This is an optimization exercise on Yosys and OpenROAD, whose aim is small area, not a production implementation. Only simulation tests tie the RTL to the original design; equivalence was not proved. No activity file was given, so power comes from the tool's default toggle rates.

==> flow/design.v <==
module fifo_1 (input clock, resetn, soft_reset, write_enb_next, read_enb,
               input [7:0] data_in, output reg [7:0] data_out, output full, empty);
reg [4:0] last;
reg [4:0] last_next;
reg [127:0] mem;
reg shift, hold;
wire rd = read_enb && !empty;
wire [7:0] m4 [0:3];
genvar g;
generate for (g = 0; g < 4; g = g + 1) begin: q
	assign m4[g] = last[1] ? (last[0] ? mem[(4*g+3)*8 +: 8] : mem[(4*g+2)*8 +: 8])
	                       : (last[0] ? mem[(4*g+1)*8 +: 8] : mem[(4*g)*8 +: 8]);
end endgenerate
wire [7:0] rdata = last[3] ? (last[2] ? m4[3] : m4[2]) : (last[2] ? m4[1] : m4[0]);
always @(posedge clock)
	mem <= ({mem[119:0], data_in} & {128{shift}}) | (mem & {128{hold}});
always @(posedge clock)
	if (!resetn || soft_reset) data_out <= 8'd0;
	else if (rd) data_out <= rdata;
always @(*)
	if (!resetn || soft_reset) last_next = 5'h1f;
	else if (shift && !rd) last_next = last + 5'd1;
	else if (rd && !shift) last_next = last - 5'd1;
	else last_next = last;
wire shift_next = write_enb_next && (last_next != 5'd15);
always @(posedge clock) begin
	last <= last_next;
	shift <= shift_next;
	hold <= !shift_next;
end
assign empty = last[4];
assign full  = (last == 5'd15);
endmodule
module fsm_1 (input clock, resetn, pkt_valid, fifo_full, soft_reset,
              input [2:0] fifo_empty, input [1:0] data_in, input [1:0] temp,
              output detect_add, lfd_state, ld_state, wte_state, laf_state,
              output write_enb_reg, write_next, busy);
localparam [2:0] DA = 3'd0, LD = 3'd1, LP = 3'd5, LAF = 3'd7,
                 LFD = 3'd3, WTE = 3'd2, FFS = 3'd6, CPE = 3'd4;
reg [2:0] ps, ns;
wire empty_in  = (data_in == 2'd0) ? fifo_empty[0] : (data_in == 2'd1) ? fifo_empty[1] : fifo_empty[2];
wire empty_tmp = (temp == 2'd0) ? fifo_empty[0] : (temp == 2'd1) ? fifo_empty[1] : fifo_empty[2];
always @(*)
	case (ps)
	DA:  ns = (pkt_valid && data_in != 2'd3) ? (empty_in ? LFD : WTE) : DA;
	LFD: ns = LD;
	LD:  ns = fifo_full ? FFS : !pkt_valid ? LP : LD;
	WTE: ns = empty_tmp ? LFD : WTE;
	FFS: ns = fifo_full ? FFS : LAF;
	LAF: ns = LD;
	LP:  ns = CPE;
	default: ns = fifo_full ? FFS : DA;
	endcase
always @(posedge clock)
	if (!resetn || soft_reset) ps <= DA;
	else ps <= ns;
assign detect_add = (ps == DA);
assign lfd_state = (ps == LFD);
assign ld_state = (ps == LD);
assign wte_state = (ps == WTE);
assign laf_state = (ps == LAF);
assign write_enb_reg = (ps == LD) | (ps == LP) | (ps == LAF);
assign write_next = resetn && !soft_reset && ((ns == LD) | (ns == LP) | (ns == LAF));
assign busy = !((ps == DA) | (ps == LD));
endmodule
module register_1 (input clock, resetn, pkt_valid, fifo_full, detect_add, lfd_state,
                   ld_state, wte_state, laf_state, input [7:0] data_in,
                   output reg err, output reg [7:0] dout);
reg [7:0] int_parity;
reg [7:0] full_byte;
reg parity_done, mismatch;
always @(posedge clock)
	if (!resetn) parity_done <= 1'b0;
	else parity_done <= ld_state && !pkt_valid && !fifo_full;
always @(posedge clock)
	mismatch <= (int_parity != data_in);
always @(posedge clock)
	if (!resetn) err <= 1'b0;
	else if (parity_done) err <= mismatch;
always @(posedge clock)
	if (detect_add || (ld_state && !fifo_full)) dout <= data_in;
	else if (wte_state) dout <= 8'd0;
	else if (laf_state) dout <= full_byte;
always @(posedge clock)
	if (!resetn) full_byte <= 8'd0;
	else if (ld_state && fifo_full) full_byte <= data_in;
always @(posedge clock)
	if (lfd_state) int_parity <= pkt_valid ? dout : 8'd0;
	else if (ld_state && pkt_valid) int_parity <= int_parity ^ data_in;
endmodule
module synchronizer_1 (input clock, resetn, vld_out, read_enb, output soft_reset);
reg [4:0] count;
assign soft_reset = (count == 5'b10000);
always @(posedge clock)
	if (!resetn || !vld_out || read_enb) count <= 5'd0;
	else count <= {count[3:0], ~(count[4] ^ count[2])};
endmodule
module router(input [7:0]data_in,input pkt_valid,clock,resetn,read_enb_0,read_enb_1,read_enb_2, output [7:0]data_out_0,data_out_1,data_out_2,
 	      output vld_out_0,vld_out_1,vld_out_2,err,busy);
wire [7:0] dout;
wire [2:0] full, empty;
reg [1:0] temp;
wire detect_add, lfd_state, ld_state, wte_state, laf_state, write_enb_reg;
wire soft_reset_0, soft_reset_1, soft_reset_2;
always @(posedge clock)
	if (detect_add) temp <= data_in[1:0];
wire write_next;
wire [2:0] write_enb_next = write_next ? {temp == 2'd2, temp == 2'd1, temp == 2'd0} : 3'b000;
wire fifo_full = (temp == 2'd0) ? full[0] : (temp == 2'd1) ? full[1] : full[2];
fifo_1 FIFO1(clock, resetn, soft_reset_0, write_enb_next[0], read_enb_0, dout, data_out_0, full[0], empty[0]);
fifo_1 FIFO2(clock, resetn, soft_reset_1, write_enb_next[1], read_enb_1, dout, data_out_1, full[1], empty[1]);
fifo_1 FIFO3(clock, resetn, soft_reset_2, write_enb_next[2], read_enb_2, dout, data_out_2, full[2], empty[2]);
assign vld_out_0 = !empty[0];
assign vld_out_1 = !empty[1];
assign vld_out_2 = !empty[2];
synchronizer_1 SYNC0(clock, resetn, vld_out_0, read_enb_0, soft_reset_0);
synchronizer_1 SYNC1(clock, resetn, vld_out_1, read_enb_1, soft_reset_1);
synchronizer_1 SYNC2(clock, resetn, vld_out_2, read_enb_2, soft_reset_2);
fsm_1 FSM(clock, resetn, pkt_valid, fifo_full, soft_reset_0 | soft_reset_1 | soft_reset_2,
	  empty, data_in[1:0], temp, detect_add, lfd_state, ld_state, wte_state, laf_state,
	  write_enb_reg, write_next, busy);
register_1 REGISTER(clock, resetn, pkt_valid, fifo_full, detect_add, lfd_state, ld_state,
	  wte_state, laf_state, data_in, err, dout);
endmodule
Settings: LEC_CHECK=0, CAP_MARGIN=20, CORE_MARGIN=2, CORE_UTILIZATION=85, CTS_BUF_LIST=sky130_fd_sc_hd__clkbuf_8, CTS_CLUSTER_DIAMETER=60, CTS_CLUSTER_SIZE=20, PLACE_DENSITY=0.9, SLEW_MARGIN=20; clock period 5.0 ns.
standard.sh (not shown) runs the stock make flow with config.mk's settings and CLKGATE_MAP_FILE= SYNTH_SCRIPT=/design/flow/synth_recipe.tcl, a recipe that flattens the netlist after the stock synthesis.
==> flow/flow/run.sh <==
#!/bin/bash
# The standard layout, with two changes: the port buffers are buf_1
# instead of the flow's default choice, and CTS adds no dummy loads.
set -uo pipefail
export BUFFER_PORTS_ARGS="-buffer_cell sky130_fd_sc_hd__buf_1"
export CTS_ARGS="-sink_clustering_enable -repair_clock_nets -sink_clustering_size 20 -sink_clustering_max_diameter 60 -buf_list sky130_fd_sc_hd__clkbuf_8 -dont_use_dummy_load"
bash standard.sh > standard.log 2>&1
==> next run, changes <==
--- a/flow/design.v
+++ b/flow/design.v
@@ -86,16 +86,21 @@
 	else if (ld_state && fifo_full) full_byte <= data_in;
 always @(posedge clock)
 	if (lfd_state) int_parity <= pkt_valid ? dout : 8'd0;
 	else if (ld_state && pkt_valid) int_parity <= int_parity ^ data_in;
 endmodule
-module synchronizer_1 (input clock, resetn, vld_out, read_enb, output soft_reset);
+module synchronizer_1 (input clock, resetn, vld_out, read_enb, output reg soft_reset);
 reg [4:0] count;
-assign soft_reset = (count == 5'b10000);
+wire last = count[4] & ~count[2] & ~count[1] & ~count[0];
 always @(posedge clock)
-	if (!resetn || !vld_out || read_enb) count <= 5'd0;
-	else count <= {count[3:0], ~(count[4] ^ count[2])};
+	if (!resetn || !vld_out || read_enb) begin
+		soft_reset <= 1'b0; count <= 5'd0;
+	end else if (last) begin
+		soft_reset <= 1'b1; count <= 5'd0;
+	end else begin
+		soft_reset <= 1'b0; count <= {count[3:0], ~(count[4] ^ count[2])};
+	end
 endmodule
 module router(input [7:0]data_in,input pkt_valid,clock,resetn,read_enb_0,read_enb_1,read_enb_2, output [7:0]data_out_0,data_out_1,data_out_2,
  	      output vld_out_0,vld_out_1,vld_out_2,err,busy);
 wire [7:0] dout;
 wire [2:0] full, empty;
=>
- global-route usage went down by 0.29 points
- worst hold slack loses 0.013 ns
- combinational power increases by 59%
- core utilization is higher by 0.43 points
- routed wire length went up by 0.85%

[separate check: timing with driven ports]
How much do the figures lean on ideal ports? The routed layouts below were timed once more, with nothing changed but the port constraints. Step 1, drivers: a clkbuf_16 drives clock and a buf_2 each remaining input, both assumed. Step 2 times the ports against the registers' clock, not the clock port: input delays grow and output delays shrink by t, the midpoint of the rising clock arrivals with the driver on. Three values: no drivers, after step 1, after step 2; two values: the first two.
run | t, ns | setup slack, ns | worst register clock-pin slew, ns | pins driven straight from the clock port
the first run | 0.641 | 2.215 / 2.200 / 1.559 | 0.12 / 0.12 | 1
the second run | 0.665 | 2.060 / 2.060 / 2.021 | 0.12 / 0.12 | 1
After both steps every run listed still meets setup and hold. The setup slack of the first run, which loses most, moves by -0.015 ns with the drivers and by -0.656 ns with both steps.
